What follows belongs to an exercise in optimizing a design on an open flow for small area; a production flow would make more cautious choices. RTL that was checked went through simulation tests only; none was proved equivalent to the original. No functional check of the RTL was part of runs 3 to 8. Power and IR drop assume default switching activity.

==> design/flow/run.sh <==
#!/bin/bash
# synth_recipe.tcl (not shown) runs the flow's synth.tcl, then flattens the netlist and writes it again
# the make line also repeats each setting of config.mk as NAME=value (left out here)
make -C /OpenROAD-flow-scripts/flow DESIGN_CONFIG=/design/flow/config.mk WORK_HOME=/design/flow/orfs CLKGATE_MAP_FILE= SYNTH_SCRIPT=/design/flow/synth_recipe.tcl finish
==> design/flow/config.mk <==
export PLATFORM = sky130hd
export DESIGN_NAME = router_top
export DESIGN_NICKNAME = router_top
export VERILOG_FILES = /design/flow/design.v
export SDC_FILE = /design/flow/constraint.sdc
export NUM_CORES = 4
export LEC_CHECK = 0
export CAP_MARGIN = 20
export CORE_MARGIN = 2
export CORE_UTILIZATION = 40
export SLEW_MARGIN = 20
==> design/flow/constraint.sdc <==
create_clock -name core_clock -period 5.0 [get_ports {clock}]
set_input_delay 1.0000 -clock core_clock [delete_from_list [all_inputs] [get_ports {clock}]]
set_output_delay 1.0000 -clock core_clock [all_outputs]
set_load 0.01 [all_outputs]
==> design/flow/design.v <==
module router_top(clock,resetn,read_enb_0,read_enb_1,read_enb_2,data_in,pkt_valid,
       data_out_0,data_out_1,data_out_2,valid_out_0,valid_out_1,valid_out_2,err,busy);
input clock,resetn,read_enb_0,read_enb_1,read_enb_2,pkt_valid;
input wire [7:0]data_in;
output valid_out_0,valid_out_1,valid_out_2,err,busy;
output wire [7:0]data_out_0,data_out_1,data_out_2;
localparam DA  = 3'b000,  
           LFD = 3'b001,  
           LD  = 3'b010,  
           FFS = 3'b011,  
           LAF = 3'b100,  
           LP  = 3'b101,  
           CPE = 3'b110,  
           WTE = 3'b111;  
reg [2:0] st, nst;
wire s_da  = st == DA;
wire s_lfd = st == LFD;
wire s_ld  = st == LD;
wire s_laf = st == LAF;
reg [4:0] t0, t1, t2;
wire sr0 = t0 == 5'd30;
wire sr1 = t1 == 5'd30;
wire sr2 = t2 == 5'd30;
wire [2:0] empty, full;
assign valid_out_0 = ~empty[0];
assign valid_out_1 = ~empty[1];
assign valid_out_2 = ~empty[2];
wire c0 = ~empty[0] & ~read_enb_0;
wire c1 = ~empty[1] & ~read_enb_1;
wire c2 = ~empty[2] & ~read_enb_2;
always @(posedge clock) begin
  if (~resetn) begin
    t0 <= 0; t1 <= 0; t2 <= 0;
  end else begin
    t0 <= c0 ? (sr0 ? 5'd1 : t0 + 1'b1) : 5'd0;
    t1 <= c1 ? (sr1 ? 5'd1 : t1 + 1'b1) : 5'd0;
    t2 <= c2 ? (sr2 ? 5'd1 : t2 + 1'b1) : 5'd0;
  end
end
reg [1:0] dst;       
reg lpv, pd;         
wire ffull = (dst == 2'd0) ? full[0] : (dst == 2'd1) ? full[1] : (dst == 2'd2) ? full[2] : 1'b0;
wire [1:0] a = data_in[1:0];
wire a_empty = (a == 2'd0) ? empty[0] : (a == 2'd1) ? empty[1] : (a == 2'd2) ? empty[2] : 1'b0;
always @(*) begin
  case (st)
    DA:  nst = (pkt_valid && a != 2'd3) ? (a_empty ? LFD : WTE) : DA;
    WTE: nst = a_empty ? LFD : (a == 2'd3) ? DA : WTE;
    LFD: nst = LD;
    LD:  nst = ffull ? FFS : (~pkt_valid ? LP : LD);
    FFS: nst = ffull ? FFS : LAF;
    LAF: nst = pd ? DA : (lpv ? LP : LD);
    LP:  nst = CPE;
    default: nst = ffull ? FFS : DA;  
  endcase
end
always @(posedge clock) begin
  if (~resetn)
    st <= DA;
  else if ((sr0 && a == 2'd0) || (sr1 && a == 2'd1) || (sr2 && a == 2'd2))
    st <= DA;
  else
    st <= nst;
end
assign busy = ~(s_da | s_ld);
wire wr_state = s_ld | s_laf | (st == LP);
reg [7:0] dreg;      
reg [7:0] hold;      
reg [7:0] par;       
reg e;
assign err = e;
always @(posedge clock) begin
  if (~resetn)
    hold <= 0;
  else if (s_ld & ffull)
    hold <= data_in;
end
always @(posedge clock) begin
  if ((s_da & pkt_valid) | (s_ld & ~ffull))
    dreg <= data_in;
  else if (s_laf)
    dreg <= hold;
end
always @(posedge clock) begin
  if (s_da)
    par <= 0;
  else if (s_lfd)
    par <= par ^ dreg;
  else if (s_ld & ~ffull)
    par <= par ^ data_in;
  else if (s_laf & (~lpv | ~pd))
    par <= par ^ hold;
end
always @(posedge clock) begin
  if (~resetn | s_da)
    pd <= 0;
  else if ((s_ld & ~pkt_valid & ~ffull) | (s_laf & lpv))
    pd <= 1;
end
always @(posedge clock) begin
  if (~resetn | (st == CPE))
    lpv <= 0;
  else if (s_ld & ~pkt_valid)
    lpv <= 1;
end
always @(posedge clock) begin
  if (~resetn)
    e <= 0;
  else if (pd)
    e <= |par;
end
always @(posedge clock)
  if (s_da)
    dst <= a;
reg hf;
wire srd = (dst == 2'd0) ? sr0 : (dst == 2'd1) ? sr1 : (dst == 2'd2) ? sr2 : 1'b0;
always @(posedge clock)
  hf <= s_lfd & ~srd;
wire [2:0] we;
assign we[0] = wr_state & (dst == 2'd0);
assign we[1] = wr_state & (dst == 2'd1);
assign we[2] = wr_state & (dst == 2'd2);
router_fifo f0(.clock(clock), .clr(~resetn | sr0), .we(we[0]), .re(read_enb_0),
               .din({hf, dreg}), .empty(empty[0]), .full(full[0]), .dout(data_out_0));
router_fifo f1(.clock(clock), .clr(~resetn | sr1), .we(we[1]), .re(read_enb_1),
               .din({hf, dreg}), .empty(empty[1]), .full(full[1]), .dout(data_out_1));
router_fifo f2(.clock(clock), .clr(~resetn | sr2), .we(we[2]), .re(read_enb_2),
               .din({hf, dreg}), .empty(empty[2]), .full(full[2]), .dout(data_out_2));
endmodule
module router_fifo(clock, clr, we, re, din, empty, full, dout);
input clock, clr, we, re;
input [8:0] din;
output empty, full;
output reg [7:0] dout;
reg [8:0] m [0:15];
reg [4:0] cnt;
reg [6:0] fc;
integer i;
assign empty = cnt == 5'd0;
assign full = cnt[4];
wire w = we & ~full;
wire r = re & ~empty;
wire [8:0] q = m[cnt[3:0] - 1'b1];
always @(posedge clock)
  if (w) begin
    m[0] <= din;
    for (i = 1; i < 16; i = i + 1)
      m[i] <= m[i-1];
  end
always @(posedge clock) begin
  if (clr)
    cnt <= 0;
  else
    cnt <= cnt + w - r;
end
always @(posedge clock) begin
  if (clr)
    fc <= 0;
  else if (r) begin
    if (q[8])
      fc <= q[7:2] + 1'b1;
    else if (fc != 0)
      fc <= fc - 1'b1;
  end
end
always @(posedge clock) begin
  if (clr)
    dout <= 0;
  else if (r)
    dout <= q[7:0];
  else if (fc == 0)
    dout <= 0;
end
endmodule
==> results.toml, run 1 <==
[status]
outcome = "no timing/DRC/antenna violations"

[clocking]
htreeDepth = 2
clockBufferDepth = 3
clkTransAtPathRegs_ns = 0.06
clk_latency_ns = 0.61
clock-sinks = 540
cts_made_buffers = 55
clockRootBuffer = "clkbuf_16"
post-cts-setup-buffer-count = 0
cts_resized = 0
holdBufCountCts = 0
cts_tree = "yes"

[worst_setup_path]
rr_startpoint = "f1.cnt[3]"
ff2ff_setup_slack_ns = 1.05
cp_cell_sequence = "inv_1 > ha_1 > nand3b_1 > nand2_1 > inv_1 > ha_1 > inv_1 > ha_1 > inv_1 > fa_2 > nor2_1 > nor2_1 > nor2_1 > o21ai_0 > a21oi_1"
crit_family = "adder cells"
worstPathArrival_ns = 4.48
endpoint_kind = "flop"
required_ns = 5.54
path_class = "reg -> reg"
max_stage_delay_ns = 0.64
cp_num_buf_inv = 4
crit_cells = 15
timing.rr.end = "f1.cnt[4]"
r2r_cells = 15
crit_slowest_cell = "dfxtp_1"
worst_setup_path_start_kind = "flop"
cp_max_fo = 17
crit_path_frequent_cell = "inv_1"

[global_route]
grt.busiest_layer = "met2"
grtUsageTotal_pct = 18.2
antenna_found_initial = 0
grt_pass1_wl_mm = 85.1
met3_usage_pct = 2.93
met1_usage_pct = 26.2
grt_max_degree = 145
first_global_vias = 14500
globalRoute.totalOverflow = 0
met2_usage_pct = 27.8

[cells_and_area]
final_area_mm2 = 0.0262
fillers = 5032
synthToLayoutAreaGrowth_pct = 13.5
drive_gt1_share_pct = 11.9
layout_common_cells = "edfxtp_1 (442), nand2_1 (130), nor2_1 (119)"
diodes = 0
final_common_cell = "edfxtp_1"
fin_nets = 1805

[floorplan]
rows = 88
dieArea_mm2 = 0.0597
ios = 43
initial_core_util_pct = 40.3
die_x_um = 244
die_h_um = 244
core_mm2 = 0.0574

[power]
power_mw = 16.2
swShare_pct = 36.8
internal_power_mw = 10.2
p_sw_mw = 5.97
clkPwrFrac_pct = 25.3
comb_power_share_pct = 37.6
p_seq_share_pct = 37.1
ir_drop_mv = 0.354
p_leak_nw = 8.91
p_per_area_mw_per_mm2 = 618

[synth]
synth_area_per_cell_um2 = 13.6
synth_edf_count = 442
yosys_warnings = 3
ys_ff_latch = 540
syn-instance-count = 1699
synth_nets = 1755
seq_area_frac_synth_pct = 66.0
post_synth_instance_area_mm2 = 0.0231
yosysUniqueCellTypes = 91
synthFlopType = "edfxtp_1"
synthArstFlopShare_pct = 0

[min_path]
hold_depth = 0
worstHoldStart = "f2.m[8][4]"
min_path_type = "reg -> reg"
hold_end = "f2.m[9][4]"

[timing]
clock_skew_ns = 0.0249
worstMarginPinSlew_ns = 0.970
report.final.slew_viol_count = 0
rsz0062_at_grt = "false"
setup_viol = 0
finalHoldViolations = 0
relSlewSlack_pct = 35.1
period_needed_ns = 3.95
hold_ws_ns = 0.438
period_share_pct = 78.9
fin_setup_tns_ns = 0
timing.fmax_ghz = 0.253

[placement]
portBuffers = 42
place_congestion = 0.832
hpwl_mm = 34.8
dpl_cell_area_mm2 = 0.0244

[route]
dr.pass1.iters = 5
route.detailed.drc = 0
drt-total-wl_mm = 54.1
vias = 14400
drt_iter0_drc = 1510
postRouteAntennaNets = 0
via_per_inst = 5.61
wl_per_cell_um = 21.1

[job]
drv_cap = 0
## state kept, by name, summed over array words and instances (netlist names), 3 cells and up
register  flops
f2.fc         7
hold          8
t0            5
f2.m        144
f0.fc         7
f0.cnt        5
st            3
f1.cnt        5
dreg          8
f1.m        144
f2.dout       8
par           8
t2            5
f2.cnt        5
t1            5
f0.m        144
f1.dout       8
f1.fc         7
f0.dout       8
## synthesized netlist by cell type (23+ instances only)
cell type | instances | area, µm²
nor3_1 | 25 | 125
nand2_1 | 130 | 488
mux2_2 | 42 | 473
and3_1 | 35 | 219
nand3_1 | 73 | 365
dfxtp_1 | 98 | 1960
a21oi_1 | 60 | 300
nor2_1 | 120 | 450
buf_2 | 35 | 175
clkbuf_1 | 28 | 105
inv_1 | 35 | 131
a22oi_1 | 32 | 240
o21ai_0 | 48 | 240
xor2_1 | 23 | 201
mux2i_1 | 68 | 681
edfxtp_1 | 442 | 13300
a31oi_1 | 30 | 188
ha_1 | 39 | 488
## power by group through the flow
stage | logic [mW] | registers [mW] | clock network [mW]
2_1_floorplan | 4.38 | 5.94 | 0
3_3_place_gp | 6.00 | 6.09 | 0
5_1_grt | 6.68 | 6.08 | 4.35
4_1_cts | 6.08 | 6.02 | 4.19
6_report | 6.10 | 6.01 | 4.09
3_5_place_dp | 6.05 | 6.10 | 0
## cell type report
cell class	count	area (µm²)	share of cell area [%]
tap	765	957	3.65
multi-input combinational	1037	7370	28.1
clock inverter	24	216	0.826
timing repair buffer	76	713	2.72
sequential	540	15200	58.1
clock buffer	80	1570	6.00
inverter	39	146	0.558
## cell families (layout without fill, tap and decap cells)
family                     Yosys count  count (layout)  synth area share [%]
AOI/OAI and AO/OA                  335             335                  10.3
xor gates and xnor gates            44              44                  2.03
adders and majority gates           42              42                  2.37
buffers and inverters              122             219                  2.50
DFF                                540             540                  66.0
muxes                              126             126                  6.47
and+or+nand+nor                    490             490                  10.3
## worst register-to-register path, cell delays in order, from the launching register on
cell and delay (ns):
dfxtp_1 0.64, inv_1 0.25, ha_1 0.26, nand3b_1 0.28
nand2_1 0.48, inv_1 0.49, ha_1 0.32, inv_1 0.07
ha_1 0.17, inv_1 0.07, fa_2 0.35, nor2_1 0.10
nor2_1 0.05, nor2_1 0.11, o21ai_0 0.11, a21oi_1 0.13
## metal layers
metal	wire length, µm	vias up
met3	3650	95
met4	1530	0
met2	24300	593
li1	-	6654
met1	24700	7038
met5	0	-
## how the worst max path moves through the flow
stage	start	to
5_1_grt	f1.cnt[3]	f1.cnt[4]
2_1_floorplan	st[1]	f1.cnt[4]
3_3_place_gp	read_enb_1	f1.cnt[4]
3_5_place_dp	read_enb_1	f1.cnt[4]
6_report	f1.cnt[3]	f1.cnt[4]
4_1_cts	f2.cnt[2]	f2.fc[6]
## per-stage QoR
stage,utilization (%),instances,setup WS (ns)
6_report,45.7,2561,1.05
5_1_grt,45.7,2561,0.772
4_1_cts,45.7,2561,1.07
3_5_place_dp,42.6,2457,0.856
3_3_place_gp,42.6,2457,0.877
2_1_floorplan,-,1699,-1.84
==> inputs of run 2 (changes only) <==
--- a/design/flow/design.v
+++ b/design/flow/design.v
@@ -135,4 +135,5 @@
 reg [8:0] m [0:15];
-reg [4:0] cnt;
-reg [6:0] fc;
+reg [4:0] cnt;       
+reg z;               
+reg [5:0] g;         
 integer i;
@@ -142,3 +143,13 @@
 wire r = re & ~empty;
-wire [8:0] q = m[cnt[3:0] - 1'b1];
+wire [15:0] sel;
+genvar k;
+generate for (k = 0; k < 16; k = k + 1) begin : dec
+  assign sel[k] = cnt[3:0] == ((k + 1) % 16);
+end endgenerate
+reg [8:0] q;
+always @(*) begin
+  q = 0;
+  for (i = 0; i < 16; i = i + 1)
+    q = q | (m[i] & {9{sel[i]}});
+end
 always @(posedge clock)
@@ -157,10 +168,17 @@
   if (clr)
-    fc <= 0;
+    z <= 1'b1;
   else if (r) begin
     if (q[8])
-      fc <= q[7:2] + 1'b1;
-    else if (fc != 0)
-      fc <= fc - 1'b1;
+      z <= 1'b0;
+    else if (g == 0)
+      z <= 1'b1;
   end
 end
+always @(posedge clock)
+  if (r) begin
+    if (q[8])
+      g <= q[7:2];
+    else
+      g <= g - 1'b1;
+  end
 always @(posedge clock) begin
@@ -170,3 +188,3 @@
     dout <= q[7:0];
-  else if (fc == 0)
+  else if (z)
     dout <= 0;
==> results.toml, run 2 <==
[worst_setup_path]
ff2ff_setup_slack_ns = 1.46
worst_setup_path_start_kind = "flop"
timing.rr.end = "f0.cnt[4]"
max_stage_delay_ns = 0.64
cp_cell_sequence = "inv_1 > ha_1 > buf_4 > or4b_1 > clkdlybuf4s50_1"
cp_max_fo = 35
crit_slowest_cell = "or4b_1"
rr_startpoint = "f0.cnt[2]"
worstPathArrival_ns = 2.79
r2r_cells = 15
path_class = "reg -> out"
required_ns = 4.00
endpoint_kind = "primary output"

[synth]
synthArstFlopShare_pct = 0
ys_ff_latch = 540
synth_edf_count = 460
synth_top_area_share_pct = 64.3
synth_nets = 1484
synth_top_cell_by_area = "edfxtp_1"
synth_area_per_cell_um2 = 15.0
ys_top_cells_by_area = "edfxtp_1 (64%), dfxtp_1 (7.5%), a22oi_1 (2.5%)"
yosys_warnings = 3
post_synth_instance_area_mm2 = 0.0215
yosysUniqueCellTypes = 73
synthFlopType = "edfxtp_1"
yosys-top-cells-count = "edfxtp_1 (460), dfxtp_1 (80), a21oi_1 (78), nand2_1 (78), a22oi_1 (71)"
synth_most_common_cell = "edfxtp_1"
syn-instance-count = 1431
seq_area_frac_synth_pct = 71.8

[cells_and_area]
fin_cells = 2201
diodes = 0
seq_area_mm2 = 0.0154
multi_input_area_mm2 = 0.00555
fillers = 4565
top_regs = "f0.m (144), f1.m (144), f2.m (144)"
layout_common_cells = "edfxtp_1 (460), dfxtp_1 (80), nand2_1 (78)"
final_area_mm2 = 0.0244
fin_nets = 1523
final_common_cell = "edfxtp_1"
drive_gt1_share_pct = 10.2
fin_util_pct = 46.3
synthToLayoutAreaGrowth_pct = 13.7

[floorplan]
ios = 43
die_x_um = 236
initial_core_util_pct = 40.7
die_h_um = 236
rows = 84
dieArea_mm2 = 0.0555
core_mm2 = 0.0528

[placement]
post-place-ws_ns = 1.46
dpl_cell_area_mm2 = 0.0226
place_congestion = 0.815
portBuffers = 42
hpwl_mm = 27.6
dp.cells = 2101

[timing]
timing.fmax_ghz = 0.264
report.final.slew_viol_count = 0
layout_setup_ws_ns = 1.21
relSlewSlack_pct = 38.0
worstMarginPinSlew_ns = 0.928
period_share_pct = 75.8
setup_viol = 0
finalHoldViolations = 0
period_needed_ns = 3.79
rsz0062_at_grt = "false"
clock_skew_ns = 0.0240

[route]
wl_per_cell_um = 20.8
drt_iter0_drc = 1653
postRouteAntennaNets = 0
via_per_inst = 5.73
route.detailed.drc = 0
vias = 12600
drt-total-wl_mm = 45.8
dr.pass1.iters = 7

[clocking]
clock-sinks = 540
cts_made_buffers = 55
clkTransAtPathRegs_ns = 0.06
holdBufCountCts = 0
clockRootBuffer = "clkbuf_16"
cts_resized = 0
clk_latency_ns = 0.61
htreeDepth = 2
post-cts-setup-buffer-count = 0
clockBufferDepth = 3
cts_tree = "yes"

[min_path]
hold_end = "f1.m[5][0]"
hold_depth = 0
worstHoldStart = "f1.m[4][0]"
min_path_type = "reg -> reg"

[power]
p_leak_nw = 8.06
clkPwrFrac_pct = 28.4
comb_power_share_pct = 28.1
swShare_pct = 32.6
power_mw = 14.2
p_per_area_mw_per_mm2 = 581
internal_power_mw = 9.56
ir_drop_mv = 0.314
p_seq_share_pct = 43.4
p_sw_mw = 4.62

[global_route]
globalRoute.totalOverflow = 0
grtUsageTotal_pct = 16.4
first_global_vias = 12400
antenna_found_initial = 2
grt_pass1_wl_mm = 71.9
grt_max_degree = 145

[status]
outcome = "no timing/DRC/antenna violations"

[job]
drv_cap = 0
==> run 2: cell types whose count changed after synthesis, sizes merged, moves of 21 or more <==
| cell | before | now |
|---|---|---|
| a221oi | 16 | 42 |
| a222oi | 0 | 36 |
| a22oi | 32 | 71 |
| a31oi | 33 | 12 |
| and3 | 35 | 14 |
| mux2i | 68 | 36 |
| nand2 | 130 | 78 |
| nand3 | 75 | 40 |
| nor2 | 120 | 52 |
==> run 2: cell type report <==
| cell class | instances | share of cell area, % |
|---|---|---|
| clock buffers | 73 | 6.21 |
| flip-flops and latches | 540 | 63.2 |
| clock inverters | 27 | 1.02 |
| inverters | 49 | 0.754 |
| repair buffers | 66 | 2.61 |
| well taps | 688 | 3.53 |
| multi-input cells | 758 | 22.7 |
==> run 2: cells by family (layout without fill, tap and decap cells) <==
group	Yosys count	after routing	share of synthesized area, %
AO/OA/AOI/OAI	371	371	12.9
XOR/XNOR	30	30	1.22
adder cells (fa/ha/maj)	39	39	2.38
buffers and inverters	133	215	2.72
flip-flops	540	540	71.8
multiplexers	61	61	3.04
AND/OR/NAND/NOR	257	257	5.99
==> run 2: worst max path at each step <==
stage	end	from	slack, ns	cells after the start
CTS	valid_out_2	f2.cnt[2]	1.19	5
floorplan	f1.cnt[4]	st[2]	-1.78	12
finish	valid_out_2	f2.cnt[2]	1.21	5
global placement	f0.cnt[4]	f0.cnt[2]	1.52	15
global route	valid_out_2	f2.cnt[3]	1.11	5
detailed placement	f0.cnt[4]	f0.cnt[2]	1.46	15
==> run 2: worst max-delay path: cells and delay by family, from the launching register on <==
kind | cells | cell delay, ns
adders and majority gates | 1 | 0.15
buffers and inverters | 3 | 1.07
DFF | 1 | 0.33
and+or+nand+nor | 1 | 0.64
==> run 2: metal layers <==
metal	vias to the layer above	wire, µm	global-route usage (%)
li1	5775	-	-
met3	69	3230	2.83
met5	-	80	1.04
met4	2	969	5.06
met1	6299	21500	25.0
met2	473	20000	23.6
==> run 2: per-stage QoR <==
step	TNS (ns)	hold slack [ns]
6_report	0	0.440
3_3_place_gp	0	0.426
3_5_place_dp	0	0.429
4_1_cts	0	0.443
5_1_grt	0	0.451
2_1_floorplan	-233.22	0.418
==> run 2: power groups by stage <==
| stage | Clock (mW) | Combinational [mW] | Sequential (mW) |
|---|---|---|---|
| CTS | 4.12 | 4.02 | 6.16 |
| floorplan | 0 | 2.87 | 6.10 |
| detailed placement | 0 | 4.00 | 6.24 |
| global route | 4.30 | 4.42 | 6.23 |
| global placement | 0 | 3.94 | 6.23 |
| finish | 4.03 | 3.99 | 6.16 |
==> inputs of run 3 (changes only) <==
--- a/design/flow/design.v
+++ b/design/flow/design.v
@@ -77,18 +77,9 @@
 end
-always @(posedge clock) begin
-  if ((s_da & pkt_valid) | (s_ld & ~ffull))
-    dreg <= data_in;
-  else if (s_laf)
-    dreg <= hold;
-end
-always @(posedge clock) begin
-  if (s_da)
-    par <= 0;
-  else if (s_lfd)
-    par <= par ^ dreg;
-  else if (s_ld & ~ffull)
-    par <= par ^ data_in;
-  else if (s_laf & (~lpv | ~pd))
-    par <= par ^ hold;
-end
+wire [7:0] dmux = s_laf ? hold : data_in;
+always @(posedge clock)
+  if ((s_da & pkt_valid) | (s_ld & ~ffull) | s_laf)
+    dreg <= dmux;
+wire pen = (s_da & pkt_valid) | (s_ld & ~ffull) | (s_laf & (~lpv | ~pd));
+always @(posedge clock)
+  par <= (par & {8{~s_da}}) ^ (dmux & {8{pen}});
 always @(posedge clock) begin
--- a/design/flow/config.mk
+++ b/design/flow/config.mk
@@ -9,3 +9,6 @@
 export CORE_MARGIN = 2
-export CORE_UTILIZATION = 40
+export CORE_UTILIZATION = 60
+export CTS_BUF_LIST = sky130_fd_sc_hd__clkbuf_8
+export CTS_CLUSTER_DIAMETER = 50
+export CTS_CLUSTER_SIZE = 16
 export SLEW_MARGIN = 20
==> results.toml, run 3 <==
[synth]
yosys_warnings = 3
yosysUniqueCellTypes = 73
synth_top_area_share_pct = 64.6
post_synth_instance_area_mm2 = 0.0214
ys_top_cells_by_area = "edfxtp_1 (65%), dfxtp_1 (7.5%), a22oi_1 (2.9%)"
synth_most_common_cell = "edfxtp_1"
yosys-top-cells-count = "edfxtp_1 (460), a22oi_1 (82), dfxtp_1 (80)"
ys_ff_latch = 540
synth_nets = 1479
synth_top_cell_by_area = "edfxtp_1"
synth_edf_count = 460
synthFlopType = "edfxtp_1"
seq_area_frac_synth_pct = 72.1
synthArstFlopShare_pct = 0
synth_area_per_cell_um2 = 15.0
syn-instance-count = 1426

[worst_setup_path]
rr_startpoint = "f1.cnt[3]"
worstPathArrival_ns = 2.72
ff2ff_setup_slack_ns = 1.51
required_ns = 4.00
endpoint_kind = "primary output"
cp-startpoint = "f1.cnt[3]"
cp-endpoint = "valid_out_1"
path_class = "reg -> out"
r2r_cells = 15
cp_max_fo = 15
worst_setup_path_start_kind = "flop"
timing.rr.end = "f1.cnt[4]"

[power]
ir_drop_mv = 0.325
p_per_area_mw_per_mm2 = 563
p_leak_nw = 7.70

[placement]
portBuffers = 42
place_congestion = 0.805
post-place-ws_ns = 1.54
dp.cells = 1869
hpwl_mm = 27.4

[route]
drt_iter0_drc = 1308
vias = 12400
route.detailed.drc = 0
wl_met1_mm = 20.1
dr.pass1.iters = 8
wl_met2_mm = 20.9
drt-total-wl_mm = 44.5
wl_met3_mm = 2.90
dr.max_layer_used = "met4"
via_per_inst = 6.34
wl_per_cell_um = 22.8
postRouteAntennaNets = 0

[floorplan]
rows = 69
dieArea_mm2 = 0.0372
die_x_um = 193
ios = 43
initial_core_util_pct = 60.6
core_mm2 = 0.0353
die_h_um = 193

[cells_and_area]
diodes = 0
seq_area_mm2 = 0.0154
drive_gt1_share_pct = 8.69
layout_common_cells = "edfxtp_1 (460), a22oi_1 (82), dfxtp_1 (78)"
top_regs = "f0.m (144), f1.m (144), f2.m (144)"
fin_cells = 1957
multi_input_area_mm2 = 0.00548
final_common_cell = "edfxtp_1"
fillers = 2539
synthToLayoutAreaGrowth_pct = 9.66
fin_nets = 1510

[timing]
worstMarginPinSlew_ns = 0.971
clock_skew_ns = 0.0410
layout_setup_ws_ns = 1.28
report.final.slew_viol_count = 0
finalHoldViolations = 0
setup_viol = 0
period_needed_ns = 3.72
rsz0062_at_grt = "false"
timing.fmax_ghz = 0.269
relSlewSlack_pct = 35.3
period_share_pct = 74.4

[clocking]
post-cts-setup-buffer-count = 0
clockBufferDepth = 3
holdBufCountCts = 0
clk_latency_ns = 0.66
cts_resized = 0
clkTransAtPathRegs_ns = 0.10
cts_made_buffers = 47
htreeDepth = 2
clock-sinks = 540
clockRootBuffer = "clkbuf_8"
cts_tree = "yes"

[global_route]
antenna_found_initial = 1
globalRoute.totalOverflow = 0
grtUsageTotal_pct = 24.6
grt_max_degree = 145
grt_pass1_wl_mm = 69.5
first_global_vias = 12100

[job]
drv_cap = 0

[status]
outcome = "no timing/DRC/antenna violations"

[min_path]
worstHoldStart = "f1.m[3][8]"
min_path_type = "reg -> reg"
-- run 3: layout make-up --
type                    instances  share of cell area [%]
flip-flops and latches        540                    65.7
multi-input cells             744                    23.4
clock buffers                  51                    2.99
clock inverters                37                    1.81
repair buffers                 65                    2.69
inverters                      59                   0.944
well taps                     461                    2.46
-- run 3: kinds of logic (layout without fill, tap and decap cells) --
logic type      count (synthesis)  after routing  synth area share [%]
compound gates                359            359                  12.3
xor+xnor                       38             38                  1.56
fa+ha+maj                      39             39                  2.39
buf+inv                       142            212                  2.60
flops                         540            540                  72.1
mux                            62             62                  3.33
simple gates                  246            246                  5.76
-- run 3: worst min path at each step --
stage / to / cells after the start / slack [ns]
after floorplan: f2.m[4][5] / 0 / 0.42
after global placement: f0.m[15][3] / 0 / 0.42
after detailed placement: f1.m[2][5] / 0 / 0.43
after CTS: f1.m[4][8] / 0 / 0.44
after global routing: f0.m[15][3] / 0 / 0.45
final: f1.m[4][8] / 0 / 0.44
-- run 3: power breakdown --
group          switching [mW]  total, mW  internal [mW]
registers               0.485       6.21           5.73
clock network            1.53       2.97           1.44
logic                    2.45       4.02           1.56
total                    4.47       13.2           8.73
-- run 3: critical path: stages, from the launching register on --
cell             delay (ns)
dfxtp_1                0.37
inv_1                  0.10
ha_1                   0.59
nand3b_1               0.33
clkdlybuf4s50_1        0.68
-- run 3: metrics by stage --
step / total power, mW / hold WS, ns / cell area, µm² / util, % / TNS (ns)
after floorplan: 9.03 / 0.418 / 21500 / - / -288.63
after global placement: 10.3 / 0.424 / 22300 / 63.2 / 0
after detailed placement: 10.3 / 0.433 / 22300 / 63.2 / 0
after CTS: 13.3 / 0.441 / 23500 / 66.4 / 0
after global routing: 13.9 / 0.453 / 23500 / 66.4 / 0
final: 13.2 / 0.444 / 23500 / 66.4 / 0
-- run 3: layer usage --
layer	up-vias	track usage [%]
met5	-	0
met4	0	6.34
met3	46	3.47
met2	423	38.4
met1	6256	36.6
li1	5684	-
==> inputs of run 4 (changes only) <==
--- a/design/flow/config.mk
+++ b/design/flow/config.mk
@@ -10,5 +10,5 @@
 export CORE_UTILIZATION = 60
-export CTS_BUF_LIST = sky130_fd_sc_hd__clkbuf_8
-export CTS_CLUSTER_DIAMETER = 50
-export CTS_CLUSTER_SIZE = 16
+export CTS_BUF_LIST = sky130_fd_sc_hd__clkbuf_16
+export CTS_CLUSTER_DIAMETER = 60
+export CTS_CLUSTER_SIZE = 25
 export SLEW_MARGIN = 20
==> results.toml, run 4 <==
[cells_and_area]
multi_input_area_mm2 = 0.00548
top_regs = "f0.m (144), f1.m (144), f2.m (144)"
fin_cells = 1935
layout_common_cells = "edfxtp_1 (460), a22oi_1 (82), dfxtp_1 (78)"
fillers = 2486
fin_util_pct = 66.8
seq_area_mm2 = 0.0154
synthToLayoutAreaGrowth_pct = 10.3
fin_nets = 1500
final_area_mm2 = 0.0236
drive_gt1_share_pct = 8.15
final_common_cell = "edfxtp_1"

[min_path]
min_path_type = "reg -> reg"
hold_end = "f2.m[11][0]"
worstHoldStart = "f2.m[10][0]"
hold_depth = 0

[clocking]
cts_made_buffers = 37
cts_resized = 0
post-cts-setup-buffer-count = 0
clk_latency_ns = 0.57
cts_tree = "yes"
clockRootBuffer = "clkbuf_16"
clockBufferDepth = 3
htreeDepth = 2
clkTransAtPathRegs_ns = 0.08
holdBufCountCts = 0
clock-sinks = 540

[power]
p_leak_nw = 7.70
p_seq_share_pct = 46.1
ir_drop_mv = 0.409
comb_power_share_pct = 29.8
power_mw = 13.5
internal_power_mw = 8.89
p_per_area_mw_per_mm2 = 571
swShare_pct = 34.0
clkPwrFrac_pct = 24.0
p_sw_mw = 4.58

[placement]
place_congestion = 0.805
dp.cells = 1869
portBuffers = 42
hpwl_mm = 27.4
dpl_cell_area_mm2 = 0.0223

[floorplan]
die_x_um = 193
rows = 69
dieArea_mm2 = 0.0372
ios = 43
initial_core_util_pct = 60.6
core_mm2 = 0.0353
die_h_um = 193

[route]
vias = 12300
route.detailed.drc = 0
dr.pass1.iters = 6
drt_iter0_drc = 1306
via_per_inst = 6.35
drt-total-wl_mm = 44.2
postRouteAntennaNets = 0
wl_per_cell_um = 22.9

[synth]
post_synth_instance_area_mm2 = 0.0214
seq_area_frac_synth_pct = 72.1
synth_nets = 1479
ys_ff_latch = 540
yosysUniqueCellTypes = 73
ys_top_cells_by_area = "edfxtp_1 (65%), dfxtp_1 (7.5%), a22oi_1 (2.9%)"
yosys-top-cells-count = "edfxtp_1 (460), a22oi_1 (82), dfxtp_1 (80)"
syn-instance-count = 1426
synthFlopType = "edfxtp_1"
synth_area_per_cell_um2 = 15.0
synthArstFlopShare_pct = 0
synth_top_area_share_pct = 64.6
synth_top_cell_by_area = "edfxtp_1"
synth_edf_count = 460
yosys_warnings = 3
synth_most_common_cell = "edfxtp_1"

[timing]
timing.fmax_ghz = 0.276
clock_skew_ns = 0.0169
relSlewSlack_pct = 36.9
worstMarginPinSlew_ns = 0.946
period_share_pct = 72.3
rsz0062_at_grt = "false"
finalHoldViolations = 0
fin_setup_tns_ns = 0
period_needed_ns = 3.62
report.final.slew_viol_count = 0
setup_viol = 0

[worst_setup_path]
endpoint_kind = "primary output"
worst_setup_path_start_kind = "flop"
cp_max_fo = 15
crit_slowest_cell = "clkdlybuf4s50_1"
r2r_cells = 15
max_stage_delay_ns = 0.67
cp_cell_sequence = "inv_1 > ha_1 > nand3b_1 > clkdlybuf4s50_1"
worstPathArrival_ns = 2.62
ff2ff_setup_slack_ns = 1.51
timing.rr.end = "f1.cnt[4]"
rr_startpoint = "f1.cnt[3]"
required_ns = 4.00
path_class = "reg -> out"

[global_route]
grtUsageTotal_pct = 24.5
grt_max_degree = 145
grt_pass1_wl_mm = 69.3
globalRoute.totalOverflow = 0
first_global_vias = 12000
antenna_found_initial = 1

[status]
outcome = "no timing/DRC/antenna violations"

[job]
drv_cap = 0
## run 4: cell families (layout without fill, tap and decap cells)
group	Yosys count	count (layout)	synth area share [%]
buffers and inverters	142	189	2.60
other	0	1	0
adder cells (fa/ha/maj)	39	39	2.39
AND/OR/NAND/NOR	246	246	5.76
flip-flops	540	540	72.1
XOR/XNOR	38	38	1.56
multiplexers	62	62	3.33
AO/OA/AOI/OAI	359	359	12.3
## run 4: how the worst max path moves through the flow
| stage | startpoint | endpoint | slack, ns | cells after the start |
|---|---|---|---|---|
| floorplan | st[0] | f2.cnt[4] | -1.94 | 12 |
| global placement | read_enb_2 | f2.cnt[4] | 1.59 | 13 |
| detailed placement | f1.cnt[2] | f1.cnt[4] | 1.54 | 15 |
| CTS | f1.cnt[2] | valid_out_1 | 1.32 | 4 |
| global route | f1.cnt[3] | f1.cnt[4] | 1.19 | 15 |
| finish | f1.cnt[3] | valid_out_1 | 1.38 | 4 |
## run 4: through the flow
stage	setup slack [ns]	hold WS, ns
4_1_cts	1.32	0.441
5_1_grt	1.19	0.455
2_1_floorplan	-1.94	0.418
3_3_place_gp	1.59	0.424
6_report	1.38	0.444
3_5_place_dp	1.54	0.433
## run 4: worst max-delay path, delay by kind of cell (launching register included)
family | cells | cell delay, ns
adder cells (fa/ha/maj) | 1 | 0.58
buffers and inverters | 2 | 0.77
flip-flops | 1 | 0.37
AND/OR/NAND/NOR | 1 | 0.33
## run 4: power by group through the flow
stage	Sequential (mW)	Combinational, mW	Clock [mW]
2_1_floorplan	6.15	2.88	0
3_3_place_gp	6.30	3.96	0
3_5_place_dp	6.31	4.01	0
4_1_cts	6.22	4.04	3.32
5_1_grt	6.29	4.44	3.47
6_report	6.21	4.02	3.23
## run 4: routing by layer
layer  part of all wire, %  GRT usage [%]  vias up  wire (µm)
li1                      -              -     5664          -
met1                    45           36.6     6149      20100
met2                    46           38.5      424      20500
met3                   6.1           3.13       57       2710
met4                   2.1           6.46        0        927
met5                     0              0        -          0
## run 4: cell type report
class                      count  area share, %
antenna                        1         0.0106
clock buffer                  37           3.92
clock inverter                28           1.46
inverter                      59          0.938
multi-input combinational    744           23.2
sequential                   540           65.3
tap                          461           2.44
timing repair buffer          65           2.67
==> inputs of run 5 (changes only) <==
--- a/design/flow/design.v
+++ b/design/flow/design.v
@@ -113,71 +113,70 @@
 assign we[2] = wr_state & (dst == 2'd2);
-router_fifo f0(.clock(clock), .clr(~resetn | sr0), .we(we[0]), .re(read_enb_0),
-               .din({hf, dreg}), .empty(empty[0]), .full(full[0]), .dout(data_out_0));
-router_fifo f1(.clock(clock), .clr(~resetn | sr1), .we(we[1]), .re(read_enb_1),
-               .din({hf, dreg}), .empty(empty[1]), .full(full[1]), .dout(data_out_1));
-router_fifo f2(.clock(clock), .clr(~resetn | sr2), .we(we[2]), .re(read_enb_2),
-               .din({hf, dreg}), .empty(empty[2]), .full(full[2]), .dout(data_out_2));
+wire [2:0] re = {read_enb_2, read_enb_1, read_enb_0};
+wire [2:0] srv = {sr2, sr1, sr0};
+wire [7:0] dout [0:2];
+assign data_out_0 = dout[0];
+assign data_out_1 = dout[1];
+assign data_out_2 = dout[2];
+genvar n, k;
+generate for (n = 0; n < 3; n = n + 1) begin : fifo
+  reg [8:0] m [0:15];
+  reg [4:0] cnt;       
+  reg z;               
+  reg [5:0] g;         
+  reg [7:0] q_out;
+  integer i;
+  wire clr = ~resetn | srv[n];
+  assign empty[n] = cnt == 5'd0;
+  assign full[n] = cnt[4];
+  wire w = we[n] & ~full[n];
+  wire r = re[n] & ~empty[n];
+  wire [15:0] sel;
+  for (k = 0; k < 16; k = k + 1) begin : dec
+    assign sel[k] = cnt[3:0] == ((k + 1) % 16);
+  end
+  reg [8:0] q;
+  always @(*) begin
+    q = 0;
+    for (i = 0; i < 16; i = i + 1)
+      q = q | (m[i] & {9{sel[i]}});
+  end
+  always @(posedge clock)
+    if (w) begin
+      m[0] <= {hf, dreg};
+      for (i = 1; i < 16; i = i + 1)
+        m[i] <= m[i-1];
+    end
+  always @(posedge clock) begin
+    if (clr)
+      cnt <= 0;
+    else
+      cnt <= cnt + w - r;
+  end
+  always @(posedge clock) begin
+    if (clr)
+      z <= 1'b1;
+    else if (r) begin
+      if (q[8])
+        z <= 1'b0;
+      else if (g == 0)
+        z <= 1'b1;
+    end
+  end
+  always @(posedge clock)
+    if (r) begin
+      if (q[8])
+        g <= q[7:2];
+      else
+        g <= g - 1'b1;
+    end
+  always @(posedge clock) begin
+    if (clr)
+      q_out <= 0;
+    else if (r)
+      q_out <= q[7:0];
+    else if (z)
+      q_out <= 0;
+  end
+  assign dout[n] = q_out;
+end endgenerate
 endmodule
-module router_fifo(clock, clr, we, re, din, empty, full, dout);
-input clock, clr, we, re;
-input [8:0] din;
-output empty, full;
-output reg [7:0] dout;
-reg [8:0] m [0:15];
-reg [4:0] cnt;       
-reg z;               
-reg [5:0] g;         
-integer i;
-assign empty = cnt == 5'd0;
-assign full = cnt[4];
-wire w = we & ~full;
-wire r = re & ~empty;
-wire [15:0] sel;
-genvar k;
-generate for (k = 0; k < 16; k = k + 1) begin : dec
-  assign sel[k] = cnt[3:0] == ((k + 1) % 16);
-end endgenerate
-reg [8:0] q;
-always @(*) begin
-  q = 0;
-  for (i = 0; i < 16; i = i + 1)
-    q = q | (m[i] & {9{sel[i]}});
-end
-always @(posedge clock)
-  if (w) begin
-    m[0] <= din;
-    for (i = 1; i < 16; i = i + 1)
-      m[i] <= m[i-1];
-  end
-always @(posedge clock) begin
-  if (clr)
-    cnt <= 0;
-  else
-    cnt <= cnt + w - r;
-end
-always @(posedge clock) begin
-  if (clr)
-    z <= 1'b1;
-  else if (r) begin
-    if (q[8])
-      z <= 1'b0;
-    else if (g == 0)
-      z <= 1'b1;
-  end
-end
-always @(posedge clock)
-  if (r) begin
-    if (q[8])
-      g <= q[7:2];
-    else
-      g <= g - 1'b1;
-  end
-always @(posedge clock) begin
-  if (clr)
-    dout <= 0;
-  else if (r)
-    dout <= q[7:0];
-  else if (z)
-    dout <= 0;
-end
-endmodule
==> results.toml, run 5 <==
[power]
p_leak_nw = 7.78
p_per_area_mw_per_mm2 = 540
ir_drop_mv = 0.385

[worst_setup_path]
required_ns = 5.47
crit_slowest_cell = "or4b_4"
worstPathArrival_ns = 3.79
crit_path_frequent_cell = "inv_1"
cp_max_fo = 13
cp_cell_sequence = "inv_1 > ha_1 > or4b_4 > nand2_1 > inv_1 > ha_1 > inv_1 > ha_1 > inv_1 > fa_1 > inv_1 > a21oi_1 > nor2_1 > or3_1 > a21oi_1"
max_stage_delay_ns = 0.51
ff2ff_setup_slack_ns = 1.68
endpoint_kind = "flop"
path_class = "reg -> reg"
worst_setup_path_start_kind = "flop"

[global_route]
globalRoute.totalOverflow = 0
antenna_found_initial = 2
grtUsageTotal_pct = 23.8
first_global_vias = 11600
grt_max_degree = 90
grt_pass1_wl_mm = 67.3

[synth]
synthFlopType = "edfxtp_1"
synth_top_family_by_area = "compound AO/OA/AOI/OAI gates"
synthSimpleGateAreaFrac_pct = 5.49
synth_compound_area_share_pct = 11.6
syn-instance-count = 1385
synth_most_common_cell = "edfxtp_1"
ys_top_cells_by_area = "edfxtp_1 (65%), dfxtp_1 (7.5%), ha_1 (2.0%)"
synth_mux_area_share_pct = 4.42
synth_top_area_share_pct = 64.6
synthArstFlopShare_pct = 0
synth_xor_area_share_pct = 1.56
synth_edf_count = 460
yosysUniqueCellTypes = 69
synth_area_per_cell_um2 = 15.4
yosys_warnings = 4
synth_fa_ha_area_share_pct = 2.33
post_synth_instance_area_mm2 = 0.0214
synth_top_cell_by_area = "edfxtp_1"
ys_ff_latch = 540
synth_nets = 1437
yosys-top-cells-count = "edfxtp_1 (460), dfxtp_1 (80), nand2_1 (66)"
seq_area_frac_synth_pct = 72.1

[timing]
period_needed_ns = 3.32
timing.fmax_ghz = 0.301
setup_viol = 0
rsz0062_at_grt = "false"
hold_ws_ns = 0.436
layout_setup_ws_ns = 1.68
finalHoldViolations = 0
worstMarginPinSlew_ns = 0.936
period_share_pct = 66.5
relSlewSlack_pct = 37.6
report.final.slew_viol_count = 0
clock_skew_ns = 0.0332
fin_setup_tns_ns = 0

[clocking]
post-cts-setup-buffer-count = 0
htreeDepth = 2
clockBufferDepth = 3
holdBufCountCts = 0
cts_resized = 0
cts_made_buffers = 37
clock-sinks = 540
clkTransAtPathRegs_ns = 0.08
cts_tree = "yes"
clockRootBuffer = "clkbuf_16"
clk_latency_ns = 0.55

[cells_and_area]
drive_gt1_share_pct = 9.72
fin_nets = 1466
final_common_cell = "edfxtp_1"
synthToLayoutAreaGrowth_pct = 9.96
top_regs = "fifo.m (432), fifo.q_out (24), fifo.g (18)"
largest_reg_flops = 432
max_flop_register = "fifo.m"
fin_cells = 1902
layout_common_cells = "edfxtp_1 (460), dfxtp_1 (79), nand2_1 (66)"

[floorplan]
rows = 69
die_h_um = 193
ios = 43
dieArea_mm2 = 0.0371
die_x_um = 193
initial_core_util_pct = 60.5
core_mm2 = 0.0353

[route]
vias = 12100
postRouteAntennaNets = 0
drt_iter0_drc = 1244
drt-total-wl_mm = 43.7
route.detailed.drc = 0
via_per_inst = 6.36
dr.pass1.iters = 6
wl_per_cell_um = 23.0

[placement]
hpwl_mm = 27.3
place_congestion = 0.782
portBuffers = 42
dp.cells = 1836
post-place-ws_ns = 1.39

[job]
drv_cap = 0

[status]
outcome = "no timing/DRC/antenna violations"

[min_path]
min_path_type = "reg -> reg"
==> run 5: final cells by class <==
class / count / area [µm²]
sequential: 540 / 15400
clock inverter: 28 / 308
timing repair buffer: 65 / 631
tap: 461 / 577
antenna: 1 / 2.50
inverter: 56 / 218
fill: 2495 / 11800
multi-input combinational: 714 / 5430
clock buffer: 37 / 926
==> run 5: critical path, delay by kind of cell (launching register included) <==
kind,cells,cell delay [ns]
AND/OR/NAND/NOR,4,1.15
adder cells (fa/ha/maj),4,0.93
buffers and inverters,5,0.55
flip-flops,1,0.36
AO/OA/AOI/OAI,2,0.27
==> run 5: path summary, 6_finish.rpt <==
check / from / end / cells past startpoint
hold / removal: fifo[0].m[13][0] / fifo[0].m[14][0] / 0
setup reg to reg: fifo[2].cnt[3] / fifo[2].cnt[4] / 15
hold reg to reg: fifo[0].m[13][0] / fifo[0].m[14][0] / 0
setup / recovery: fifo[2].cnt[3] / fifo[2].cnt[4] / 15
==> run 5: routing by layer <==
layer	part of all wire [%]	up-vias	GRT usage [%]	routed length, µm
met3	6.0	57	3.42	2600
li1	-	5553	-	-
met1	46	6063	36.8	19900
met4	1.7	0	5.67	750
met5	0	-	0	0
met2	47	430	36.1	20400
==> run 5: through the flow <==
stage / cell area, µm² / total power, mW / util [%]
6_report: 23500 / 12.7 / 66.6
3_5_place_dp: 22300 / 9.65 / 63.1
4_1_cts: 23500 / 12.8 / 66.6
3_3_place_gp: 22300 / 9.60 / 63.1
2_1_floorplan: 21400 / 8.51 / -
5_1_grt: 23500 / 13.4 / 66.6
==> run 5: where the power goes <==
group | total, mW | switching [mW] | internal, mW
logic | 3.69 | 2.17 | 1.52
registers | 5.86 | 0.381 | 5.48
clock network | 3.15 | 1.57 | 1.58
total | 12.7 | 4.13 | 8.58
==> run 5: cells by family (layout without fill, tap and decap cells) <==
| logic type | count (synthesis) | in the layout |
|---|---|---|
| flip-flops | 540 | 540 |
| AND/OR/NAND/NOR | 231 | 231 |
| adder cells (fa/ha/maj) | 38 | 38 |
| AO/OA/AOI/OAI | 327 | 327 |
| XOR/XNOR | 38 | 38 |
| buffers and inverters | 131 | 186 |
| other | 0 | 1 |
| multiplexers | 80 | 80 |
==> inputs of run 6 (changes only) <==
==> design/flow/flow/run.sh (new file) <==
#!/bin/bash
# Standard layout, with two changes: clock tree synthesis without dummy loads,
# and the smallest buffer on the input and output ports.
set -euo pipefail
export CTS_ARGS="-sink_clustering_enable -repair_clock_nets -dont_use_dummy_load -sink_clustering_size 25 -sink_clustering_max_diameter 60 -buf_list sky130_fd_sc_hd__clkbuf_16"
export BUFFER_PORTS_ARGS="-buffer_cell sky130_fd_sc_hd__buf_1"
bash standard.sh > standard.log 2>&1
==> design/flow/standard.sh (new file) <==
#!/bin/bash
# synth_recipe.tcl (not shown) runs the flow's synth.tcl, then flattens the netlist and writes it again
# the make line also repeats each setting of config.mk as NAME=value (left out here)
make -C /OpenROAD-flow-scripts/flow DESIGN_CONFIG=/design/flow/config.mk WORK_HOME=/design/flow/orfs CLKGATE_MAP_FILE= SYNTH_SCRIPT=/design/flow/synth_recipe.tcl "${@:-finish}"
removed: design/flow/run.sh
==> results.toml, run 6 <==
[worst_setup_path]
crit_slowest_cell = "or4b_4"
cp_cell_sequence = "inv_1 > ha_1 > buf_4 > or4b_4 > nand2_1 > inv_1 > ha_1 > inv_1 > ha_1 > inv_1 > fa_1 > inv_1 > a21oi_1 > nor2_1 > or3_1 > a21oi_1"
cp_max_fo = 25
max_stage_delay_ns = 0.54
cp_num_buf_inv = 6
path_class = "reg -> reg"
required_ns = 5.48
crit_path_frequent_cell = "inv_1"
worst_setup_path_start_kind = "flop"
endpoint_kind = "flop"
worstPathArrival_ns = 4.06
crit_family = "simple AND/OR/NAND/NOR gates"

[clocking]
post-cts-setup-buffer-count = 0
htreeDepth = 2
holdBufCountCts = 0
cts_made_buffers = 37
clockBufferDepth = 3
clockRootBuffer = "clkbuf_16"
clock-sinks = 540
clkTransAtPathRegs_ns = 0.09
cts_resized = 0
cts_tree = "yes"
clk_latency_ns = 0.55

[global_route]
met2_usage_pct = 36.4
grt_max_degree = 89
met3_usage_pct = 3.36
grt.busiest_layer = "met2"
grt_pass1_wl_mm = 66.5
met1_usage_pct = 36.2
globalRoute.totalOverflow = 0
first_global_vias = 11400
antenna_found_initial = 1
grtUsageTotal_pct = 23.8

[cells_and_area]
synthToLayoutAreaGrowth_pct = 7.35
drive_gt1_share_pct = 8.69
top_regs = "fifo.m (432), fifo.q_out (24), fifo.g (18)"
layout_common_cells = "edfxtp_1 (460), dfxtp_1 (79), nand2_1 (66)"
final_common_cell = "edfxtp_1"
largest_reg_flops = 432
max_flop_register = "fifo.m"
fin_nets = 1469

[synth]
ys_ff_latch = 540
yosys_warnings = 4
synth_most_common_cell = "edfxtp_1"
synth_top_cell_by_area = "edfxtp_1"
syn-instance-count = 1385
synth_edf_count = 460
seq_area_frac_synth_pct = 72.1
post_synth_instance_area_mm2 = 0.0214
synth_nets = 1437
synthFlopType = "edfxtp_1"
yosysUniqueCellTypes = 69
synth_fa_ha_area_share_pct = 2.33
synthSimpleGateAreaFrac_pct = 5.49
synth_top_area_share_pct = 64.6
synth_mux_area_share_pct = 4.42
synth_top_family_by_area = "compound AO/OA/AOI/OAI gates"
synthArstFlopShare_pct = 0
yosys-top-cells-count = "edfxtp_1 (460), dfxtp_1 (80), nand2_1 (66)"
ys_top_cells_by_area = "edfxtp_1 (65%), dfxtp_1 (7.5%), ha_1 (2.0%)"
synth_area_per_cell_um2 = 15.4
synth_compound_area_share_pct = 11.6
synth_xor_area_share_pct = 1.56

[timing]
finalHoldViolations = 0
timing.fmax_ghz = 0.279
report.final.slew_viol_count = 0
fin_setup_tns_ns = 0
relSlewSlack_pct = 32.2
period_needed_ns = 3.59
period_share_pct = 71.8
clock_skew_ns = 0.0493
rsz0062_at_grt = "false"
worstMarginPinSlew_ns = 1.02
setup_viol = 0

[route]
dr.pass1.iters = 5
route.detailed.drc = 0
via_per_inst = 6.34
drt_iter0_drc = 1270
vias = 11900
drt-total-wl_mm = 43.4
postRouteAntennaNets = 0
wl_per_cell_um = 23.1

[floorplan]
core_mm2 = 0.0353
die_h_um = 193
initial_core_util_pct = 60.5
dieArea_mm2 = 0.0371
rows = 69
die_x_um = 193
ios = 43

[min_path]
min_path_type = "reg -> reg"

[placement]
place_congestion = 0.778
portBuffers = 42
hpwl_mm = 27.5

[job]
drv_cap = 0

[power]
ir_drop_mv = 0.425
p_per_area_mw_per_mm2 = 529
power_mw = 12.1
p_leak_nw = 7.54

[status]
outcome = "no timing/DRC/antenna violations"
## run 6: cell counts after synthesis
No cell type changed its count.
## run 6: logic make-up (layout without fill, tap and decap cells)
kind of cell / after synthesis / in the layout
flip-flops: 540 / 540
AO/OA/AOI/OAI: 327 / 327
AND/OR/NAND/NOR: 231 / 231
buffers and inverters: 131 / 161
multiplexers: 80 / 80
adder cells (fa/ha/maj): 38 / 38
XOR/XNOR: 38 / 38
other: 0 / 1
## run 6: cell type report
type	instances	area, µm²
Clock buffer	37	926
Inverter	56	218
Timing Repair Buffer	68	378
Sequential cell	540	15400
Antenna cell	1	2.50
Multi-Input combinational cell	714	5430
Fill cell	2514	12400
Tap cell	461	577
## run 6: metal layers
layer / vias to the layer above / part of all wire (%)
met1: 5948 / 46
met4: 0 / 1.9
met5: - / 0
li1: 5508 / -
met3: 45 / 6.0
met2: 402 / 46
## run 6: worst paths after layout
check,slack (ns),cells after the start,from,endpoint
setup / recovery,1.41,16,fifo[2].cnt[3],fifo[2].cnt[4]
hold reg to reg,0.42,0,fifo[0].m[14][2],fifo[0].m[15][2]
setup reg to reg,1.41,16,fifo[2].cnt[3],fifo[2].cnt[4]
hold / removal,0.42,0,fifo[0].m[14][2],fifo[0].m[15][2]
## run 6: power breakdown
group / internal [mW] / switching [mW] / leakage [nW] / total [mW]
combinational: 1.43 / 2.17 / 2.26 / 3.59
sequential: 5.48 / 0.365 / 4.82 / 5.84
clock: 1.31 / 1.37 / 0.456 / 2.69
## run 6: through the flow
stage          hold slack (ns)  std cells  instance area [µm²]  setup slack [ns]  util [%]
6_report                 0.416       1877                22900              1.41      65.0
5_1_grt                  0.421       1876                22900              1.13      65.0
4_1_cts                  0.417       1876                22900              1.42      65.0
3_5_place_dp             0.431       1839                22000              1.45      62.4
3_3_place_gp             0.422       1839                22000              1.49      62.4
2_1_floorplan            0.418       1385                21400             0.345         -
## run 6: worst reg2reg max path: stages, from the launching register on
cell and delay, ns:
dfxtp_1 0.35, inv_1 0.10, ha_1 0.14, buf_4 0.31
or4b_4 0.54, nand2_1 0.22, inv_1 0.28, ha_1 0.36
inv_1 0.04, ha_1 0.18, inv_1 0.07, fa_1 0.20
inv_1 0.05, a21oi_1 0.13, nor2_1 0.06, or3_1 0.34
a21oi_1 0.14
==> inputs of run 7 (changes only) <==
==> design/flow/flow/run.sh (replaced) <==
#!/bin/bash
# Standard layout, with two changes: clock tree synthesis without dummy loads,
# and the smallest buffer on the input and output ports.
set -euo pipefail
export CTS_ARGS="-sink_clustering_enable -repair_clock_nets -dont_use_dummy_load -sink_clustering_size 30 -sink_clustering_max_diameter 70 -buf_list sky130_fd_sc_hd__clkbuf_16"
export BUFFER_PORTS_ARGS="-buffer_cell sky130_fd_sc_hd__buf_1"
bash standard.sh > standard.log 2>&1
--- a/design/flow/config.mk
+++ b/design/flow/config.mk
@@ -9,6 +9,3 @@
 export CORE_MARGIN = 2
-export CORE_UTILIZATION = 60
-export CTS_BUF_LIST = sky130_fd_sc_hd__clkbuf_16
-export CTS_CLUSTER_DIAMETER = 60
-export CTS_CLUSTER_SIZE = 25
+export CORE_UTILIZATION = 70
 export SLEW_MARGIN = 20
==> results.toml, run 7 <==
[status]
outcome = "no timing/DRC/antenna violations"

[power]
power_mw = 11.7
swShare_pct = 32.8
internal_power_mw = 7.86
p_sw_mw = 3.84
p_leak_nw = 7.40
ir_drop_mv = 0.360
p_seq_share_pct = 50.0
clkPwrFrac_pct = 19.0
p_per_area_mw_per_mm2 = 518
comb_power_share_pct = 30.9

[timing]
worstMarginPinSlew_ns = 1.04
report.final.slew_viol_count = 0
timing.fmax_ghz = 0.285
setup_viol = 0
period_needed_ns = 3.51
clock_skew_ns = 0.0620
fin_setup_tns_ns = 0
relSlewSlack_pct = 30.7
layout_setup_ws_ns = 1.49
finalHoldViolations = 0
rsz0062_at_grt = "false"
period_share_pct = 70.1

[floorplan]
rows = 63
die_x_um = 179
initial_core_util_pct = 71.5
dieArea_mm2 = 0.0319
ios = 43
core_mm2 = 0.0299
die_h_um = 179

[placement]
place_congestion = 0.853
hpwl_mm = 26.6
portBuffers = 42
post-place-ws_ns = 1.56

[cells_and_area]
fillers = 1797
drive_gt1_share_pct = 7.71
fin_nets = 1455
largest_reg_flops = 432
layout_common_cells = "edfxtp_1 (460), dfxtp_1 (79), nand2_1 (66)"
top_regs = "fifo.m (432), fifo.q_out (24), fifo.g (18)"
final_common_cell = "edfxtp_1"
synthToLayoutAreaGrowth_pct = 5.68
multi_input_area_mm2 = 0.00543
fin_util_pct = 75.6
max_flop_register = "fifo.m"
seq_area_mm2 = 0.0154

[synth]
synth_area_per_cell_um2 = 15.4
ys_top_cells_by_area = "edfxtp_1 (65%), dfxtp_1 (7.5%), ha_1 (2.0%)"
synth_top_cell_by_area = "edfxtp_1"
yosysUniqueCellTypes = 69
seq_area_frac_synth_pct = 72.1
synth_nets = 1437
synth_edf_count = 460
synth_top_family_by_area = "compound AO/OA/AOI/OAI gates"
synthSimpleGateAreaFrac_pct = 5.49
synth_compound_area_share_pct = 11.6
synthFlopType = "edfxtp_1"
synth_xor_area_share_pct = 1.56
synth_mux_area_share_pct = 4.42
yosys-top-cells-count = "edfxtp_1 (460), dfxtp_1 (80), nand2_1 (66)"
synthArstFlopShare_pct = 0
synth_top_area_share_pct = 64.6
ys_ff_latch = 540
yosys_warnings = 4
syn-instance-count = 1385
synth_most_common_cell = "edfxtp_1"
post_synth_instance_area_mm2 = 0.0214
synth_fa_ha_area_share_pct = 2.33

[route]
drt_iter0_drc = 1683
via_per_inst = 6.81
wl_per_cell_um = 23.7
drt-total-wl_mm = 42.5
vias = 12200
dr.pass1.iters = 7
route.detailed.drc = 0
postRouteAntennaNets = 0

[clocking]
cts_made_buffers = 27
cts_resized = 0
holdBufCountCts = 0
clkTransAtPathRegs_ns = 0.10
clockBufferDepth = 3
cts_tree = "yes"
clock-sinks = 540
htreeDepth = 1
post-cts-setup-buffer-count = 0
clk_latency_ns = 0.59
clockRootBuffer = "clkbuf_16"

[worst_setup_path]
cp-endpoint = "fifo[1].cnt[4]"
max_stage_delay_ns = 0.54
rr_startpoint = "fifo[1].cnt[2]"
crit_path_frequent_cell = "inv_1"
timing.rr.end = "fifo[1].cnt[4]"
ff2ff_setup_slack_ns = 1.49
cp-startpoint = "fifo[1].cnt[2]"
cp_cell_sequence = "inv_1 > ha_1 > buf_4 > or4b_4 > nand2_1 > inv_1 > ha_1 > inv_1 > ha_1 > inv_1 > fa_1 > inv_1 > a21oi_1 > nor2_1 > or3_1 > a21oi_1"
worst_setup_path_start_kind = "flop"
cp_max_fo = 36
worstPathArrival_ns = 3.98
endpoint_kind = "flop"
crit_slowest_cell = "or4b_4"
r2r_cells = 16
path_class = "reg -> reg"
required_ns = 5.48

[min_path]
min_path_type = "reg -> reg"

[global_route]
first_global_vias = 11700
grt_max_degree = 133
grtUsageTotal_pct = 26.8
antenna_found_initial = 3
globalRoute.totalOverflow = 0
grt_pass1_wl_mm = 65.9

[job]
drv_cap = 0
[run 7: cell types whose count changed in the layout (fill, tap and decap cells not counted), sizes merged]
cell    before  now
buf         68   64
diode        1    2
clkbuf      37   27
[run 7: worst min path at each step]
| stage | slack (ns) | cells after the start | from | end |
|---|---|---|---|---|
| finish | 0.42 | 0 | fifo[1].m[0][4] | fifo[1].m[1][4] |
| detailed placement | 0.43 | 0 | fifo[0].m[13][7] | fifo[0].m[14][7] |
| global route | 0.43 | 0 | fifo[1].m[0][4] | fifo[1].m[1][4] |
| global placement | 0.42 | 0 | fifo[0].m[6][6] | fifo[0].m[7][6] |
| CTS | 0.43 | 0 | fifo[1].m[0][4] | fifo[1].m[1][4] |
| floorplan | 0.42 | 0 | fifo[0].m[13][0] | fifo[0].m[14][0] |
[run 7: cells by family (layout without fill, tap and decap cells)]
kind of cell	count (synthesis)	after routing
flops	540	540
compound gates	327	327
simple gates	231	231
buf+inv	131	147
mux	80	80
fa+ha+maj	38	38
xor+xnor	38	38
other cells	0	2
[run 7: per-layer routing]
metal  up-vias  share of wire [%]  global-route usage (%)
met2       551                 48                    43.0
met3        58                7.1                    3.39
met5         -                  0                       0
met4         0                2.0                    5.69
li1       5496                  -                       -
met1      6100                 43                    40.1
[run 7: final cells by class]
type	count	share of cell area (%)
Tap cell	390	2.16
Multi-Input combinational cell	714	24.0
Sequential cell	540	68.2
Timing Repair Buffer	64	1.60
Inverter	56	0.964
Clock buffer	27	2.99
Antenna cell	2	0.0222
[run 7: worst max-delay path, delay by kind of cell, from the launching register on]
family          cells  cell delay (ns)
simple gates        4             1.08
buf+inv             6             0.85
flops               1             0.33
compound gates      2             0.27
fa+ha+maj           4             0.90
[run 7: power by group through the flow]
stage / sequential [mW] / combinational (mW) / clock, mW
after global routing: 5.91 / 3.97 / 2.41
after global placement: 5.93 / 3.47 / 0
after floorplan: 5.84 / 2.67 / 0
after CTS: 5.85 / 3.62 / 2.26
final: 5.86 / 3.62 / 2.22
after detailed placement: 5.95 / 3.59 / 0
[run 7: metrics by stage]
stage | hold slack, ns | area, µm² | cells
final | 0.422 | 22600 | 1793
after global routing | 0.431 | 22600 | 1791
after CTS | 0.428 | 22600 | 1791
after detailed placement | 0.430 | 21900 | 1764
after global placement | 0.424 | 21900 | 1764
after floorplan | 0.418 | 21400 | 1385
==> inputs of run 8 (changes only) <==
==> design/flow/flow/run.sh (replaced) <==
#!/bin/bash
# The standard layout (standard.sh) with three changes:
#  - synthesis maps logic with an area-oriented ABC script (flow/synth.tcl);
#  - clock tree synthesis inserts no dummy loads and uses larger sink clusters;
#  - the input and output ports get the smallest buffer.
set -euo pipefail
here=$(pwd)
export AREA_ABC_SCRIPT=$here/flow/area.abc
export CTS_ARGS="-sink_clustering_enable -repair_clock_nets -dont_use_dummy_load -sink_clustering_size 30 -sink_clustering_max_diameter 70 -buf_list sky130_fd_sc_hd__clkbuf_16"
export BUFFER_PORTS_ARGS="-buffer_cell sky130_fd_sc_hd__buf_1"
sed "s|SYNTH_SCRIPT=[^ ]*|SYNTH_SCRIPT=$here/flow/synth.tcl|" standard.sh > layout.sh
grep -q "SYNTH_SCRIPT=$here/flow/synth.tcl" layout.sh
bash layout.sh > layout.log 2>&1
==> design/flow/flow/area.abc (new file) <==
strash
dc2
dch -f
amap
topo
==> design/flow/flow/synth.tcl (new file) <==
# The standard synthesis (synth_recipe.tcl), except that ABC maps the logic
# with an area-oriented script (flow/area.abc) instead of ORFS's speed script.
# Registers are mapped before ABC runs, so they are the standard ones.
proc synth {args} { yosys synth -nofsm -noshare {*}$args }
proc abc {args} {
  set i [lsearch -exact $args -script]
  if { $i >= 0 } { set args [lreplace $args $i [expr {$i + 1}] -script $::env(AREA_ABC_SCRIPT)] }
  yosys abc {*}$args
}
source $::env(SCRIPTS_DIR)/synth.tcl
# left out here: clear keep_hierarchy, flatten, clean up, hide names made inside functions, write 1_2_yosys.v
==> results.toml, run 8 <==
[cells_and_area]
largest_reg_flops = 432
fin_nets = 1453
max_flop_register = "fifo.m"
fin_util_pct = 76.1
final_common_cell = "edfxtp_1"
diodes = 0
fin_cells = 1783
drive_gt1_share_pct = 4.43
synthToLayoutAreaGrowth_pct = 7.51
layout_common_cells = "edfxtp_1 (460), nor2_1 (128), clkinv_1 (99)"
top_regs = "fifo.m (432), fifo.q_out (24), fifo.g (18)"

[floorplan]
rows = 62
ios = 43
die_x_um = 174
initial_core_util_pct = 70.8
die_h_um = 174
dieArea_mm2 = 0.0303
core_mm2 = 0.0285

[placement]
place_congestion = 0.912
hpwl_mm = 27.8
post-place-ws_ns = 1.47
dp.cells = 1755
portBuffers = 42

[power]
swShare_pct = 34.0
clkPwrFrac_pct = 18.1
p_sw_mw = 4.23
ir_drop_mv = 0.479
p_seq_share_pct = 54.4
comb_power_share_pct = 27.5
internal_power_mw = 8.20
p_per_area_mw_per_mm2 = 572
p_leak_nw = 7.07

[synth]
synthArstFlopShare_pct = 0
yosys_warnings = 4
synth_edf_count = 460
synth_area_per_cell_um2 = 15.3
syn-instance-count = 1318
synth_top_area_share_pct = 68.3
synth_top_cell_by_area = "edfxtp_1"
post_synth_instance_area_mm2 = 0.0202
synth_most_common_cell = "edfxtp_1"
yosysUniqueCellTypes = 44
seq_area_frac_synth_pct = 76.2
ys_top_cells_by_area = "edfxtp_1 (68%), dfxtp_1 (7.9%), a222oi_1 (4.2%)"
yosys-top-cells-count = "edfxtp_1 (460), nor2_1 (132), clkinv_1 (104)"
synth_nets = 1370
ys_ff_latch = 540
synthFlopType = "edfxtp_1"

[worst_setup_path]
crit_cells = 18
cp_max_fo = 11
required_ns = 5.49
worst_setup_path_start_kind = "flop"
cp_num_buf_inv = 5
crit_family = "simple AND/OR/NAND/NOR gates"
rr_startpoint = "fifo[2].cnt[1]"
path_class = "reg -> reg"
r2r_cells = 18
endpoint_kind = "flop"
cp-endpoint = "fifo[2].cnt[4]"
max_stage_delay_ns = 0.43
worstPathArrival_ns = 4.09
crit_slowest_cell = "dfxtp_1"
crit_path_frequent_cell = "nor2_1"
cp_cell_sequence = "clkinv_1 > nand3_1 > nor2_1 > clkinv_1 > nand2_1 > clkinv_1 > ha_1 > clkinv_1 > ha_2 > clkinv_2 > fa_2 > nor2_2 > nor2_1 > nor2_1 > nor2_1 > nor2_1 > a21oi_1 > nor2_1"
timing.rr.end = "fifo[2].cnt[4]"
cp-startpoint = "fifo[2].cnt[1]"
ff2ff_setup_slack_ns = 1.40

[clocking]
clockBufferDepth = 3
post-cts-setup-buffer-count = 0
cts_resized = 0
clkTransAtPathRegs_ns = 0.10
cts_tree = "yes"
clockRootBuffer = "clkbuf_16"
clk_latency_ns = 0.58
clock-sinks = 540
holdBufCountCts = 0
htreeDepth = 1
cts_made_buffers = 27

[timing]
layout_setup_ws_ns = 1.40
worstMarginPinSlew_ns = 1.08
finalHoldViolations = 0
setup_viol = 0
timing.fmax_ghz = 0.278
report.final.slew_viol_count = 0
fin_setup_tns_ns = 0
clock_skew_ns = 0.0400
hold_ws_ns = 0.429
rsz0062_at_grt = "false"
period_needed_ns = 3.60
relSlewSlack_pct = 27.7
period_share_pct = 72.0

[route]
route.detailed.drc = 0
postRouteAntennaNets = 0
dr.pass1.iters = 7
wl_per_cell_um = 24.9
vias = 12400
drt-total-wl_mm = 44.4
via_per_inst = 6.94
drt_iter0_drc = 2183

[min_path]
min_path_type = "reg -> reg"

[global_route]
antenna_found_initial = 1
grtUsageTotal_pct = 29.3
first_global_vias = 11600
grt_pass1_wl_mm = 67.6
globalRoute.totalOverflow = 0
grt_max_degree = 92

[job]
drv_cap = 0

[status]
outcome = "no timing/DRC/antenna violations"
## run 8: how the worst min path moves through the flow
| stage | end | startpoint | slack (ns) | cells past startpoint |
|---|---|---|---|---|
| floorplan | fifo[1].m[6][5] | fifo[1].m[5][5] | 0.42 | 0 |
| global placement | fifo[1].m[4][5] | fifo[1].m[3][5] | 0.42 | 0 |
| detailed placement | fifo[1].m[14][4] | fifo[1].m[13][4] | 0.43 | 0 |
| CTS | fifo[1].m[13][7] | fifo[1].m[12][7] | 0.43 | 0 |
| global route | fifo[1].m[3][7] | fifo[1].m[2][7] | 0.44 | 0 |
| finish | fifo[1].m[13][7] | fifo[1].m[12][7] | 0.43 | 0 |
## run 8: logic make-up (layout without fill, tap and decap cells)
family / count (synthesis) / in the layout / synth area share [%]
AO/OA/AOI/OAI: 301 / 301 / 11.7
XOR/XNOR: 6 / 6 / 0.260
adder cells (fa/ha/maj): 38 / 38 / 2.46
buffers and inverters: 104 / 185 / 1.93
flip-flops: 540 / 540 / 76.2
AND/OR/NAND/NOR: 329 / 329 / 7.42
## run 8: stage by stage
stage               cell area (µm²)  total power [mW]
detailed placement            21000              10.2
finish                        21700              12.4
global placement              21000              10.1
floorplan                     20300              8.95
global route                  21700              13.1
CTS                           21700              12.4
## run 8: cell type report
cell class | count | area [µm²]
Sequential cell | 540 | 15400
Fill cell | 1751 | 6810
Multi-Input combinational cell | 674 | 4500
Clock buffer | 27 | 676
Tap cell | 384 | 480
Inverter | 104 | 400
Timing Repair Buffer | 54 | 268
## run 8: layer usage
metal  up-vias  part of all wire, %  track usage, %
met5         -                0.029               0
met4         2                  2.8            7.84
met3        81                   10            4.66
met2       741                   46            45.6
met1      6087                   41            44.4
li1       5456                    -               -
## run 8: power by group through the flow
stage | clock [mW] | combinational (mW) | sequential (mW)
finish | 2.25 | 3.42 | 6.76
global route | 2.42 | 3.79 | 6.84
CTS | 2.27 | 3.40 | 6.75
detailed placement | 0 | 3.38 | 6.83
global placement | 0 | 3.31 | 6.80
floorplan | 0 | 2.31 | 6.64

Check on run 8: ideal ports give 1.398 ns setup slack; a clkbuf_16 on the clock port and buf_2 on the inputs give 1.398 ns; moving port delays by the midpoint clock arrival (0.615 ns) as well gives 1.398 ns.
